From an optimization exercise on the open Yosys and OpenROAD flow, aimed at small area; shortcuts taken in it are not production practice. No driver is modelled on the clock port, so clock power and skew are understated where the tree is cut down; a real chip needs a root buffer or a tree. Power figures rest on the tool's default switching activity, not on a simulated workload.

==> inputs of v27 <==
==> flow/design.v <==
module top_module(
    input wire clk,
    input wire rst,                
    input wire speed_up_switch,
    input wire pause_button,
    input wire hour_inc_button,
    input wire hour_dec_button,
    input wire min_inc_button,
    input wire min_dec_button,
    input wire reset_switch,
    input wire [5:0] second_switches,
    output wire [6:0] segments,
    output wire [3:0] anodes,
    output wire [5:0] leds
);
    wire speed_up;
    wire enable;
    wire hour_inc, hour_dec, min_inc, min_dec;
    test_debouncer td(.clk(clk), .rst(rst), .switch(speed_up_switch), .speed_up(speed_up));
    enable_toggle_debouncer enable_debouncer(.clk(clk), .rst(rst), .button(pause_button), .enable(enable));
    debouncer hour_inc_debouncer(.clk(clk), .rst(rst), .PB(hour_inc_button), .PB_up(hour_inc));
    debouncer hour_dec_debouncer(.clk(clk), .rst(rst), .PB(hour_dec_button), .PB_up(hour_dec));
    debouncer min_inc_debouncer(.clk(clk), .rst(rst), .PB(min_inc_button), .PB_up(min_inc));
    debouncer min_dec_debouncer(.clk(clk), .rst(rst), .PB(min_dec_button), .PB_up(min_dec));
    display display_inst (
        .clk(clk), .rst(rst), .speed_up(speed_up), .enable(enable),
        .hour_inc(hour_inc), .hour_dec(hour_dec), .min_inc(min_inc), .min_dec(min_dec),
        .reset_switch(reset_switch), .second_switches(second_switches),
        .segments(segments), .anodes(anodes), .leds(leds)
    );
endmodule
module display(
    input wire clk,
    input wire rst,
    input wire speed_up,
    input wire enable,
    input wire hour_inc,
    input wire hour_dec,
    input wire min_inc,
    input wire min_dec,
    input wire reset_switch,
    input wire [5:0] second_switches,
    output reg [6:0] segments,
    output reg [3:0] anodes,
    output reg [5:0] leds
);
    localparam [9:0] R999 = 10'b1001101110;
    reg [1:0] hours_t;
    reg [4:0] hours_u;
    reg [2:0] minutes_t;
    reg [4:0] minutes_u;
    reg [7:0] seconds;
    reg [1:0] digit_select;
    reg [9:0] refresh_counter;
    reg [4:0] current_digit;
    wire one_second_pulse;
    reg prev_hour_inc, prev_hour_dec, prev_min_inc, prev_min_dec;
    reg prev_reset_switch;
    clock_divider clk_div(
        .clk(clk), .rst(rst), .speed_up(speed_up), .enable(enable),
        .one_second_pulse(one_second_pulse)
    );
    wire [6:0] seg;
    seven_segment_decoder decoder(.binary_input(current_digit), .segments(seg));
    wire clear = prev_reset_switch & reset_switch;
    wire sec_top = (seconds == 8'd59);
    wire mu9 = minutes_u[4] & ~minutes_u[3];
    wire mu0 = ~minutes_u[4] & ~minutes_u[0];
    wire mt5 = minutes_t[2] & ~minutes_t[1];
    wire hu9 = hours_u[4] & ~hours_u[3];
    wire hu0 = ~hours_u[4] & ~hours_u[0];
    wire h23 = hours_t[1] & hours_u[2];             
    wire h0 = ~hours_t[0] & hu0;
    wire roll = enable & one_second_pulse & sec_top;
    wire min_up = enable ? roll : prev_min_inc;
    wire min_dn = ~enable & ~prev_min_inc & prev_min_dec;
    wire hour_up = enable ? roll & mu9 & mt5 : prev_hour_inc;
    wire hour_dn = ~enable & ~prev_hour_inc & prev_hour_dec;
    always @(posedge clk) begin
        if (rst) begin
            minutes_u <= 0;
            minutes_t <= 0;
        end else if (min_up) begin
            minutes_u <= {minutes_u[3:0], ~minutes_u[4]};
            if (mu9) minutes_t <= {minutes_t[1:0], ~minutes_t[2]};
        end else if (min_dn) begin
            minutes_u <= {~minutes_u[0], minutes_u[4:1]};
            if (mu0) minutes_t <= {~minutes_t[0], minutes_t[2:1]};
        end else if (clear) begin
            minutes_u <= 0;
            minutes_t <= 0;
        end
    end
    always @(posedge clk) begin
        if (rst) begin
            hours_u <= 0;
            hours_t <= 0;
        end else if (hour_up) begin
            if (h23) begin
                hours_u <= 0;
                hours_t <= 0;
            end else begin
                hours_u <= {hours_u[3:0], ~hours_u[4]};
                if (hu9) hours_t <= {hours_t[0], 1'b1};
            end
        end else if (hour_dn) begin
            if (h0) begin
                hours_u <= 5'b00111;
                hours_t <= 2'b11;
            end else begin
                hours_u <= {~hours_u[0], hours_u[4:1]};
                if (hu0) hours_t <= {1'b0, hours_t[1]};
            end
        end else if (clear) begin
            hours_u <= 0;
            hours_t <= 0;
        end
    end
    always @(posedge clk) begin
        if (rst)
            seconds <= 0;
        else if (~enable)
            seconds <= {2'b00, second_switches};
        else if (one_second_pulse)
            seconds <= sec_top ? 8'd0 : seconds + 8'd1;
        else if (clear)
            seconds <= 0;
    end
    always @(posedge clk) begin
        if (rst) begin
            prev_hour_inc <= 0;
            prev_hour_dec <= 0;
            prev_min_inc <= 0;
            prev_min_dec <= 0;
            prev_reset_switch <= 0;
        end else begin
            prev_hour_inc <= hour_inc;
            prev_hour_dec <= hour_dec;
            prev_min_inc <= min_inc;
            prev_min_dec <= min_dec;
            prev_reset_switch <= reset_switch;
        end
    end
    wire refresh_wrap = (refresh_counter == R999);
    wire refresh_clr = rst | refresh_wrap;
    always @(posedge clk) begin
        refresh_counter <= ~({refresh_counter[8:0], refresh_counter[9] ^ refresh_counter[6]} | {10{refresh_clr}});
        if (rst)
            digit_select <= 0;
        else if (refresh_wrap)
            digit_select <= digit_select + 2'd1;
    end
    wire [4:0] mt_code = {minutes_t[2] & ~minutes_t[1], minutes_t[2] & ~minutes_t[0], minutes_t[2],
                          minutes_t[1] | minutes_t[2], minutes_t[0] | minutes_t[2]};
    always @(*) begin
        case (digit_select)
            2'b00: begin anodes = 4'b0111; current_digit = {3'b000, hours_t}; end
            2'b01: begin anodes = 4'b1011; current_digit = hours_u; end
            2'b10: begin anodes = 4'b1101; current_digit = mt_code; end
            2'b11: begin anodes = 4'b1110; current_digit = minutes_u; end
        endcase
        segments = seg;
        leds = seconds[5:0];
    end
endmodule
module clock_divider(
    input wire clk,
    input wire rst,
    input wire speed_up,
    input wire enable,
    output reg one_second_pulse
);
    localparam [6:0] A0 = 7'b0100001;
    localparam [9:0] B0 = 10'b0000000001;
    localparam [9:0] E998 = 10'b1111101011;
    reg [6:0] a;
    reg [9:0] b;
    reg speed_up_d;
    wire a_zero = ~a[1] & ~a[2] & ~a[3] & ~a[4];            
    wire a_59 = ~a[0] & ~a[2] & ~a[4] & ~a[6];
    wire a_65 = a[1] & a[2] & a[3] & a[4] & a[5];
    wire b_999 = ~b[0] & b[1] & b[2] & ~b[3] & b[4] & ~b[5] & b[6] & b[7] & b[8] & b[9];
    wire b_535 = b[0] & b[1] & b[2] & b[3] & ~b[4] & ~b[5] & b[6] & b[7] & b[8] & ~b[9];
    wire at_limit = b_999 & (speed_up_d ? a_zero : a_59);   
    wire at_65535 = a_65 & b_535;
    wire adjust = speed_up_d & ~speed_up & ~a_zero;         
    always @(posedge clk) begin
        speed_up_d <= ~rst & speed_up;
        one_second_pulse <= ~rst & enable & at_limit;
        if (rst) begin
            a <= A0;
            b <= B0;
        end else if (enable) begin
            if (at_limit | at_65535) begin
                a <= A0;
                b <= B0;
            end else if (b_999) begin
                a <= {a[5:0], a[6] ^ a[5]};
                b <= B0;
            end else begin
                b <= {b[8:0], b[9] ^ b[6]};
            end
        end else if (adjust) begin
            a <= A0;
            b <= E998;
        end
    end
endmodule
module debouncer(
    input clk,
    input rst,
    input PB,
    output PB_up
);
    reg PB_sync_0, PB_sync_1, PB_state;
    reg [9:0] PB_cnt;
    wire PB_idle = (PB_state == PB_sync_1);
    wire low_zero = ~|PB_cnt[8:0];
    wire PB_cnt_max = PB_cnt[9] & low_zero;
    wire fb = PB_cnt[9] ^ PB_cnt[6] ^ low_zero;
    always @(posedge clk) begin
        PB_sync_0 <= ~(rst | PB);
        PB_sync_1 <= ~rst & PB_sync_0;
        if (rst | PB_idle)
            PB_cnt <= 10'd0;
        else
            PB_cnt <= {PB_cnt[8:0], fb};
        if (rst)
            PB_state <= 1'b0;
        else if (PB_cnt_max)
            PB_state <= PB_sync_1;
    end
    assign PB_up = PB_cnt_max & PB_state & ~PB_sync_1;
endmodule
module enable_toggle_debouncer(
    input wire clk,
    input wire rst,
    input wire button,
    output reg enable
);
    wire up;
    reg up_d;
    debouncer db(.clk(clk), .rst(rst), .PB(button), .PB_up(up));
    always @(posedge clk) begin
        up_d <= ~rst & up;
        enable <= rst | (enable ^ up_d);
    end
endmodule
module seven_segment_decoder(
    input wire [4:0] binary_input,
    output wire [6:0] segments
);
    wire [4:0] q = binary_input;
    wire d1 = q[0] & ~q[1];
    wire d4 = q[3] & ~q[4];
    wire d7 = q[2] & ~q[1];
    wire a = d1 | d4;                                   
    wire b = q[4] & q[1];                               
    wire c = q[1] & ~q[2];                              
    wire d = d1 | d4 | d7;                              
    wire e = d1 | (q[2] & q[0]) | d7 | (q[4] & ~q[3]);  
    wire f = (q[0] & ~q[3]) | d7;                       
    wire g = ~q[1] & (~q[4] | q[2]);                    
    assign segments = {g, f, e, d, c, b, a};
endmodule
module test_debouncer(
    input wire clk,
    input wire rst,
    input wire switch,
    output reg speed_up
);
    always @(posedge clk) speed_up <= ~rst & switch;
endmodule
==> flow/flow/run.sh <==
#!/bin/bash
# Own layout flow: the standard ORFS flow with
#  - the standard synthesis script (synth_recipe.tcl) run unchanged, except that the
#    combinational logic is mapped with an area-oriented ABC script (flow/abc_area.script)
#    and adders are left to ABC (no separate half/full-adder extraction);
#  - ports buffered with the smallest buffer (buf_1);
#  - clock tree built without dummy loads, from the buffers in CTS_BUF_LIST.
# Each tool's output goes to make.log / write_def.log here, and ORFS's per-step logs
# to orfs/logs/.
set -euo pipefail
W=$(pwd)
export BUFFER_PORTS_ARGS="-buffer_cell sky130_fd_sc_hd__buf_1"
KNOBS=()
while IFS= read -r line; do
  k=${line#export }; k=${k%% =*}; v=${line#*= }
  KNOBS+=("$k=$v")
done < <(grep -E '^export (CORE_UTILIZATION|CORE_MARGIN|CAP_MARGIN|SLEW_MARGIN|PLACE_DENSITY|DIE_AREA|CORE_AREA|CORE_ASPECT_RATIO|CTS_BUF_LIST|CTS_CLUSTER_SIZE|CTS_CLUSTER_DIAMETER) ' config.mk || true)
cfg() { grep -E "^export $1 = " config.mk | head -n 1 | sed -e "s/^export $1 = //" || true; }
CTS_BUFS=$(cfg CTS_BUF_LIST); CTS_BUFS=${CTS_BUFS:-sky130_fd_sc_hd__clkbuf_4}
CTS_SIZE=$(cfg CTS_CLUSTER_SIZE); CTS_SIZE=${CTS_SIZE:-30}
CTS_DIAM=$(cfg CTS_CLUSTER_DIAMETER); CTS_DIAM=${CTS_DIAM:-100}
CTS_ROOT=""
ROOT_ARG=""; [ -n "$CTS_ROOT" ] && ROOT_ARG="-root_buf $CTS_ROOT"
export CTS_ARGS="$ROOT_ARG -sink_clustering_enable -repair_clock_nets -buf_list {$CTS_BUFS} -sink_clustering_size $CTS_SIZE -sink_clustering_max_diameter $CTS_DIAM -dont_use_dummy_load"
make -C "$FLOW_HOME" DESIGN_CONFIG="$W/config.mk" WORK_HOME="$W/orfs" CLKGATE_MAP_FILE= \
  ADDER_MAP_FILE= SYNTH_SCRIPT="$W/flow/synth.tcl" "${KNOBS[@]}" finish > "$W/make.log" 2>&1
R="$W/orfs/results/${FLOW_PLATFORM}/top_module/base"
: # left out here: write the final layout as DEF
==> flow/flow/abc_area.script <==
strash
dc2
&get -n
&dch -f
&nf -R 1000
&put
strash
dc2
&get -n
&dch -f
&nf -R 1000
&put
topo
==> flow/flow/synth.tcl <==
# The standard synthesis script, with ABC's mapping script replaced by an area one.
set own_abc_script [file join [file dirname [info script]] abc_area.script]
proc abc {args} {
  global own_abc_script
  set i [lsearch -exact $args -script]
  if {$i >= 0} { set args [lreplace $args $i [expr {$i + 1}] -script $own_abc_script] }
  yosys abc {*}$args
}
source [file join [file dirname [info script]] .. synth_recipe.tcl]
==> flow/standard.sh <==
#!/bin/bash
# synth_recipe.tcl (not shown) runs the flow's synth.tcl, then flattens the netlist and writes it again
# the make line also repeats each setting of config.mk as NAME=value (left out here)
make -C /OpenROAD-flow-scripts/flow DESIGN_CONFIG=/design/flow/config.mk WORK_HOME=/design/flow/orfs CLKGATE_MAP_FILE= SYNTH_SCRIPT=/design/flow/synth_recipe.tcl "${@:-finish}"
==> flow/config.mk <==
export PLATFORM = sky130hd
export DESIGN_NAME = top_module
export DESIGN_NICKNAME = top_module
export VERILOG_FILES = /design/flow/design.v
export SDC_FILE = /design/flow/constraint.sdc
export NUM_CORES = 4
export LEC_CHECK = 0
export CAP_MARGIN = 20
export CORE_MARGIN = 2
export CORE_UTILIZATION = 40
export CTS_BUF_LIST = sky130_fd_sc_hd__clkbuf_4
export CTS_CLUSTER_DIAMETER = 100
export CTS_CLUSTER_SIZE = 60
export SLEW_MARGIN = 20
==> flow/constraint.sdc <==
create_clock -name core_clock -period 10.0 [get_ports {clk}]
set_input_delay 2.0000 -clock core_clock [delete_from_list [all_inputs] [get_ports {clk}]]
set_output_delay 2.0000 -clock core_clock [all_outputs]
set_load 0.01 [all_outputs]
==> v26 (differences from v27) <==
--- a/flow/design.v
+++ b/flow/design.v
@@ -117,28 +117,15 @@
         end
     end
-    always @(posedge clk) begin
-        if (rst)
-            seconds <= 0;
-        else if (~enable)
-            seconds <= {2'b00, second_switches};
-        else if (one_second_pulse)
-            seconds <= sec_top ? 8'd0 : seconds + 8'd1;
-        else if (clear)
-            seconds <= 0;
-    end
-    always @(posedge clk) begin
-        if (rst) begin
-            prev_hour_inc <= 0;
-            prev_hour_dec <= 0;
-            prev_min_inc <= 0;
-            prev_min_dec <= 0;
-            prev_reset_switch <= 0;
-        end else begin
-            prev_hour_inc <= hour_inc;
-            prev_hour_dec <= hour_dec;
-            prev_min_inc <= min_inc;
-            prev_min_dec <= min_dec;
-            prev_reset_switch <= reset_switch;
-        end
+    wire [7:0] sec_carry = {&seconds[6:0], &seconds[5:0], &seconds[4:0], &seconds[3:0],
+                            &seconds[2:0], &seconds[1:0], seconds[0], 1'b1} & {8{one_second_pulse}};
+    wire sec_kill = one_second_pulse ? sec_top : clear;
+    always @(posedge clk)
+        seconds <= rst ? 8'd0 : enable ? (seconds ^ sec_carry) & ~{8{sec_kill}} : {2'b00, second_switches};
+    always @(posedge clk) begin
+        prev_hour_inc <= hour_inc;
+        prev_hour_dec <= hour_dec;
+        prev_min_inc <= min_inc;
+        prev_min_dec <= min_dec;
+        prev_reset_switch <= reset_switch;
     end
     wire refresh_wrap = (refresh_counter == R999);
@@ -186,5 +173,5 @@
     wire adjust = speed_up_d & ~speed_up & ~a_zero;         
     always @(posedge clk) begin
-        speed_up_d <= ~rst & speed_up;
+        speed_up_d <= speed_up;    
         one_second_pulse <= ~rst & enable & at_limit;
         if (rst) begin
@@ -213,17 +200,18 @@
     output PB_up
 );
+    localparam [9:0] MASK = 10'b1010101010;
     reg PB_sync_0, PB_sync_1, PB_state;
-    reg [9:0] PB_cnt;
+    reg [9:0] r;
+    wire [9:0] c = r ^ MASK;                    
     wire PB_idle = (PB_state == PB_sync_1);
-    wire low_zero = ~|PB_cnt[8:0];
-    wire PB_cnt_max = PB_cnt[9] & low_zero;
-    wire fb = PB_cnt[9] ^ PB_cnt[6] ^ low_zero;
+    wire clr = rst | PB_idle;
+    wire low_zero = ~|c[8:0];
+    wire PB_cnt_max = c[9] & low_zero;
+    wire fb = c[9] ^ c[6] ^ low_zero;
     always @(posedge clk) begin
         PB_sync_0 <= ~(rst | PB);
         PB_sync_1 <= ~rst & PB_sync_0;
-        if (rst | PB_idle)
-            PB_cnt <= 10'd0;
-        else
-            PB_cnt <= {PB_cnt[8:0], fb};
+        r <= {~(r[8] & ~clr), ~(r[7] | clr), ~(r[6] & ~clr), ~(r[5] | clr), ~(r[4] & ~clr),
+              ~(r[3] | clr), ~(r[2] & ~clr), ~(r[1] | clr), ~(r[0] & ~clr), fb & ~clr};
         if (rst)
             PB_state <= 1'b0;
@@ -270,4 +258,4 @@
     output reg speed_up
 );
-    always @(posedge clk) speed_up <= ~rst & switch;
-endmodule
+    always @(posedge clk) speed_up <= switch;
+endmodule
--- a/flow/flow/run.sh
+++ b/flow/flow/run.sh
@@ -5,5 +5,5 @@
 #    and adders are left to ABC (no separate half/full-adder extraction);
 #  - ports buffered with the smallest buffer (buf_1);
-#  - clock tree built without dummy loads, from the buffers in CTS_BUF_LIST.
+#  - a two-level inverter clock tree built by flow/clock_tree.tcl in place of TritonCTS.
 # Each tool's output goes to make.log / write_def.log here, and ORFS's per-step logs
 # to orfs/logs/.
@@ -22,4 +22,6 @@
 CTS_ROOT=""
 ROOT_ARG=""; [ -n "$CTS_ROOT" ] && ROOT_ARG="-root_buf $CTS_ROOT"
+export PRE_CTS_TCL="$W/flow/clock_tree.tcl"
+export OWN_CTS_ROOT=sky130_fd_sc_hd__clkinv_8 OWN_CTS_LEAF=sky130_fd_sc_hd__inv_8 OWN_CTS_GROUPS=6
 export CTS_ARGS="$ROOT_ARG -sink_clustering_enable -repair_clock_nets -buf_list {$CTS_BUFS} -sink_clustering_size $CTS_SIZE -sink_clustering_max_diameter $CTS_DIAM -dont_use_dummy_load"
 make -C "$FLOW_HOME" DESIGN_CONFIG="$W/config.mk" WORK_HOME="$W/orfs" CLKGATE_MAP_FILE= \
==> flow/flow/clock_tree.tcl (new file) <==
# Runs at the start of the CTS step (PRE_CTS_TCL), in place of TritonCTS:
# a two-level inverter clock tree. The clock port drives one root inverter
# (OWN_CTS_ROOT); it drives OWN_CTS_GROUPS leaf inverters (OWN_CTS_LEAF), each
# placed at the centre of one group of flip-flops (split by position into two
# columns and then rows) and driving that group. Every flip-flop sees the clock
# through exactly two inverters, so its polarity is unchanged and the clock
# arrives at the same depth everywhere. The rest of the CTS step (placement
# legalisation, timing repair) runs as usual.
set root_master $::env(OWN_CTS_ROOT)
set leaf_master $::env(OWN_CTS_LEAF)
set cts_groups $::env(OWN_CTS_GROUPS)
set block [ord::get_db_block]
set db [ord::get_db]
set clk_net [$block findNet clk]
set sinks {}
foreach it [$clk_net getITerms] { lappend sinks $it }
proc sink_x {it} { return [lindex [[$it getInst] getLocation] 0] }
proc sink_y {it} { return [lindex [[$it getInst] getLocation] 1] }
proc split_by {lst n key} {
  set lst [lsort -command [list apply {{k a b} { expr {[$k $a] - [$k $b]} }} $key] $lst]
  set per [expr {int(ceil(double([llength $lst]) / $n))}]
  set out {}
  for {set i 0} {$i < $n} {incr i} { lappend out [lrange $lst [expr {$i * $per}] [expr {($i + 1) * $per - 1}]] }
  return $out
}
set cols [expr {$cts_groups >= 2 ? 2 : 1}]
set rows [expr {int(ceil(double($cts_groups) / $cols))}]
set groups {}
foreach col [split_by $sinks $cols sink_x] {
  foreach grp [split_by $col $rows sink_y] { if {[llength $grp]} { lappend groups $grp } }
}
# root inverter
set mid_net [odb::dbNet_create $block clknet_own_root]
$mid_net setSigType CLOCK
set root [odb::dbInst_create $block [$db findMaster $root_master] clkinv_own_root]
[$root findITerm A] connect $clk_net
[$root findITerm Y] connect $mid_net
set ax 0; set ay 0; set na 0
set g -1
foreach grp $groups {
  incr g
  set net [odb::dbNet_create $block "clknet_own_$g"]
  $net setSigType CLOCK
  set sx 0; set sy 0
  foreach it $grp {
    set loc [[$it getInst] getLocation]
    set sx [expr {$sx + [lindex $loc 0]}]; set sy [expr {$sy + [lindex $loc 1]}]
    $it disconnect
    $it connect $net
  }
  set inst [odb::dbInst_create $block [$db findMaster $leaf_master] "clkinv_own_$g"]
  [$inst findITerm A] connect $mid_net
  [$inst findITerm Y] connect $net
  set x [expr {$sx / [llength $grp]}]; set y [expr {$sy / [llength $grp]}]
  $inst setLocation $x $y
  $inst setPlacementStatus PLACED
  set ax [expr {$ax + $x}]; set ay [expr {$ay + $y}]; incr na
  puts "own clock tree: leaf $g ($leaf_master) drives [llength $grp] sinks"
}
$root setLocation [expr {$ax / $na}] [expr {$ay / $na}]
$root setPlacementStatus PLACED
proc clock_tree_synthesis {args} { puts "clock_tree_synthesis skipped: own clock tree built" }
# cts.tcl next clones clock-tree inverters next to each of their loads; that
# would undo this tree, so it is skipped too.
proc repair_clock_inverters {args} { puts "repair_clock_inverters skipped: own clock tree built" }
--- a/flow/config.mk
+++ b/flow/config.mk
@@ -10,5 +10,3 @@
 export CORE_UTILIZATION = 40
 export CTS_BUF_LIST = sky130_fd_sc_hd__clkbuf_4
-export CTS_CLUSTER_DIAMETER = 100
-export CTS_CLUSTER_SIZE = 60
 export SLEW_MARGIN = 20
==> v10 (differences from v27) <==
--- a/flow/design.v
+++ b/flow/design.v
@@ -171,37 +171,36 @@
     output reg one_second_pulse
 );
-    localparam [6:0] A0 = 7'b0100001;
-    localparam [9:0] B0 = 10'b0000000001;
-    localparam [9:0] E998 = 10'b1111101011;
-    reg [6:0] a;
-    reg [9:0] b;
+    localparam [15:0] E998   = 16'b0101010101101100;
+    localparam [15:0] E999   = 16'b1010101011011001;
+    localparam [15:0] E59999 = 16'b0111110110011110;
+    reg [15:0] counter;
     reg speed_up_d;
-    wire a_zero = ~a[1] & ~a[2] & ~a[3] & ~a[4];            
-    wire a_59 = ~a[0] & ~a[2] & ~a[4] & ~a[6];
-    wire a_65 = a[1] & a[2] & a[3] & a[4] & a[5];
-    wire b_999 = ~b[0] & b[1] & b[2] & ~b[3] & b[4] & ~b[5] & b[6] & b[7] & b[8] & b[9];
-    wire b_535 = b[0] & b[1] & b[2] & b[3] & ~b[4] & ~b[5] & b[6] & b[7] & b[8] & ~b[9];
-    wire at_limit = b_999 & (speed_up_d ? a_zero : a_59);   
-    wire at_65535 = a_65 & b_535;
-    wire adjust = speed_up_d & ~speed_up & ~a_zero;         
+    reg ge1000;
+    wire low_zero = ~|counter[14:0];
+    wire fb = counter[15] ^ counter[14] ^ counter[12] ^ counter[3] ^ low_zero;
+    wire at_999 = (counter == E999);
+    wire at_limit = speed_up_d ? at_999 : (counter == E59999);
+    wire at_65535 = counter[15] & low_zero;
+    wire adjust = speed_up_d & ~speed_up & ge1000;
     always @(posedge clk) begin
         speed_up_d <= ~rst & speed_up;
         one_second_pulse <= ~rst & enable & at_limit;
         if (rst) begin
-            a <= A0;
-            b <= B0;
+            counter <= 16'd0;
+            ge1000 <= 1'b0;
         end else if (enable) begin
-            if (at_limit | at_65535) begin
-                a <= A0;
-                b <= B0;
-            end else if (b_999) begin
-                a <= {a[5:0], a[6] ^ a[5]};
-                b <= B0;
+            if (at_limit) begin
+                counter <= 16'd0;
+                ge1000 <= 1'b0;
             end else begin
-                b <= {b[8:0], b[9] ^ b[6]};
+                counter <= {counter[14:0], fb};
+                if (at_65535)
+                    ge1000 <= 1'b0;
+                else if (at_999)
+                    ge1000 <= 1'b1;
             end
         end else if (adjust) begin
-            a <= A0;
-            b <= E998;
+            counter <= E998;
+            ge1000 <= 1'b0;
         end
     end
--- a/flow/flow/run.sh
+++ b/flow/flow/run.sh
@@ -16,11 +16,9 @@
   KNOBS+=("$k=$v")
 done < <(grep -E '^export (CORE_UTILIZATION|CORE_MARGIN|CAP_MARGIN|SLEW_MARGIN|PLACE_DENSITY|DIE_AREA|CORE_AREA|CORE_ASPECT_RATIO|CTS_BUF_LIST|CTS_CLUSTER_SIZE|CTS_CLUSTER_DIAMETER) ' config.mk || true)
-cfg() { grep -E "^export $1 = " config.mk | head -n 1 | sed -e "s/^export $1 = //" || true; }
+cfg() { grep -E "^export $1 = " config.mk | head -n 1 | sed -e "s/^export $1 = //"; }
 CTS_BUFS=$(cfg CTS_BUF_LIST); CTS_BUFS=${CTS_BUFS:-sky130_fd_sc_hd__clkbuf_4}
 CTS_SIZE=$(cfg CTS_CLUSTER_SIZE); CTS_SIZE=${CTS_SIZE:-30}
 CTS_DIAM=$(cfg CTS_CLUSTER_DIAMETER); CTS_DIAM=${CTS_DIAM:-100}
-CTS_ROOT=""
-ROOT_ARG=""; [ -n "$CTS_ROOT" ] && ROOT_ARG="-root_buf $CTS_ROOT"
-export CTS_ARGS="$ROOT_ARG -sink_clustering_enable -repair_clock_nets -buf_list {$CTS_BUFS} -sink_clustering_size $CTS_SIZE -sink_clustering_max_diameter $CTS_DIAM -dont_use_dummy_load"
+export CTS_ARGS="-sink_clustering_enable -repair_clock_nets -buf_list {$CTS_BUFS} -sink_clustering_size $CTS_SIZE -sink_clustering_max_diameter $CTS_DIAM -dont_use_dummy_load"
 make -C "$FLOW_HOME" DESIGN_CONFIG="$W/config.mk" WORK_HOME="$W/orfs" CLKGATE_MAP_FILE= \
   ADDER_MAP_FILE= SYNTH_SCRIPT="$W/flow/synth.tcl" "${KNOBS[@]}" finish > "$W/make.log" 2>&1
--- a/flow/config.mk
+++ b/flow/config.mk
@@ -9,6 +9,6 @@
 export CORE_MARGIN = 2
 export CORE_UTILIZATION = 40
-export CTS_BUF_LIST = sky130_fd_sc_hd__clkbuf_4
+export CTS_BUF_LIST = sky130_fd_sc_hd__clkbuf_8
 export CTS_CLUSTER_DIAMETER = 100
-export CTS_CLUSTER_SIZE = 60
+export CTS_CLUSTER_SIZE = 30
 export SLEW_MARGIN = 20
==> summary.txt <==
Worst hold path
  • Hold Crit Depth: 0
  • Hold Startpoint: td.speed_up$_DFF_P_

Final layout
  • Post-Layout Cell Count: 676
  • Count of multi-input gates: 355

Placed design
  • HPWL Detailed: 5890 um

Logic synthesis
  • Synth Area per Inst: 9.00 sq um
  • Commonest cells post-synth: dfxtp_1 (127), nor2_1 (95), nand2_1 (52)
  • Mapped Area: 4560 sq um

STA
  • F_max: 249 MHz
  • Max-slew headroom: 30.3%
  • Setup ws final: 5990 ps

Detailed routing
  • Met1 WL: roughly 4100 um

Run status
  • Status: no timing/DRC/antenna violations

Setup path
  • Reg-to-reg endpoint: display_inst.minutes_t[0]$_SDFFE_PP0P_
  • Buf+Inv Stages, Crit Path: 2

Pwr
  • Switching fraction of total power: 25.5%

Clock network
  • Clock latency on the worst-skew pair: 270 ps
(the above is from v26)
==> summary.txt <==
Run status
  • Status: no timing/DRC/antenna violations

Logic synthesis
  • Mapped Area: between 4000 and 5000 sq um
  • Commonest cells post-synth: dfxtp_1 (127), nor2_1 (80), and2_0 (51)
  • Synth Area per Inst: 8.99 sq um

Worst hold path
  • Hold Startpoint: display_inst.refresh_counter[7]$_DFF_P_
  • Hold Crit Depth: 1

Clock network
  • Clock latency on the worst-skew pair: 430 ps

STA
  • F_max: 238 MHz
  • Max-slew headroom: between 40% and 50%
  • Setup ws final: 5790 ps

Final layout
  • Count of multi-input gates: 370
  • Post-Layout Cell Count: 700

Setup path
  • Buf+Inv Stages, Crit Path: 1

Placed design
  • HPWL Detailed: 6090 um
(the above is from v10)
==> summary.txt <==
Run status
  • Status: no timing/DRC/antenna violations

Pwr
  • Comb power frac: approximately 3.4%
  • Switching fraction of total power: between 20% and 30%

Setup path
  • Buf+Inv Stages, Crit Path: 2
  • Critical Path AT: ~2300 ps
  • Reg-to-reg endpoint: display_inst.minutes_t[2]$_SDFFE_PP0P_

Logic synthesis
  • Mapped Area: 4680 sq um
  • Commonest cells post-synth: dfxtp_1 (127), nor2_1 (70), and2_0 (52)
  • Synth Area per Inst: 9.19 sq um

Final layout
  • Count of multi-input gates: between 300 and 400
  • Post-Layout Cell Count: 688

Clock network
  • Clock latency on the worst-skew pair: 510 ps
  • Post-CTS Hold Buffers: 0

STA
  • Setup ws final: 5730 ps
  • Max-slew headroom: 33.0%
  • F_max: 234 MHz

Placed design
  • HPWL Detailed: 5950 um

Detailed routing
  • Met1 WL: 4450 um

Worst hold path
  • Hold Crit Depth: 1
(the above is from v27)
Function was not checked in any run of this note: the RTL went through the layout flow alone. In v26 the design's own scripts or RTL, not TritonCTS, make the clock network.

-- re-timing with driven ports --
In the flow no input, the clock included, has a driving cell. The finished layouts below were timed again as built, in two steps.
Step 1: set_driving_cell puts a clkbuf_16 on clk and a buf_2 on each other input, an assumption about the parent block.
Step 2 adds t to the input delays and takes it off the output delays; t is the mean of the earliest and latest rising clock arrival at the registers after step 1. Input paths then give back, and output paths get back, about the clock's delay inside the block.
Slacks: ideal / step 1 / step 2; pairs: ideal / step 1.
| run | shift t [ns] | slack for setup (ns) | hold slack, ns |
|---|---|---|---|
| v27 | 0.526 | 5.726 / 5.694 / 6.200 | 0.415 / 0.415 / 0.415 |
| v26 | 0.311 | 5.986 / 5.934 / 6.245 | 0.364 / 0.364 / 0.364 |
| v10 | 0.449 | 5.795 / 5.761 / 6.210 | 0.410 / 0.410 / 0.410 |
After both steps every run listed still meets setup and hold.
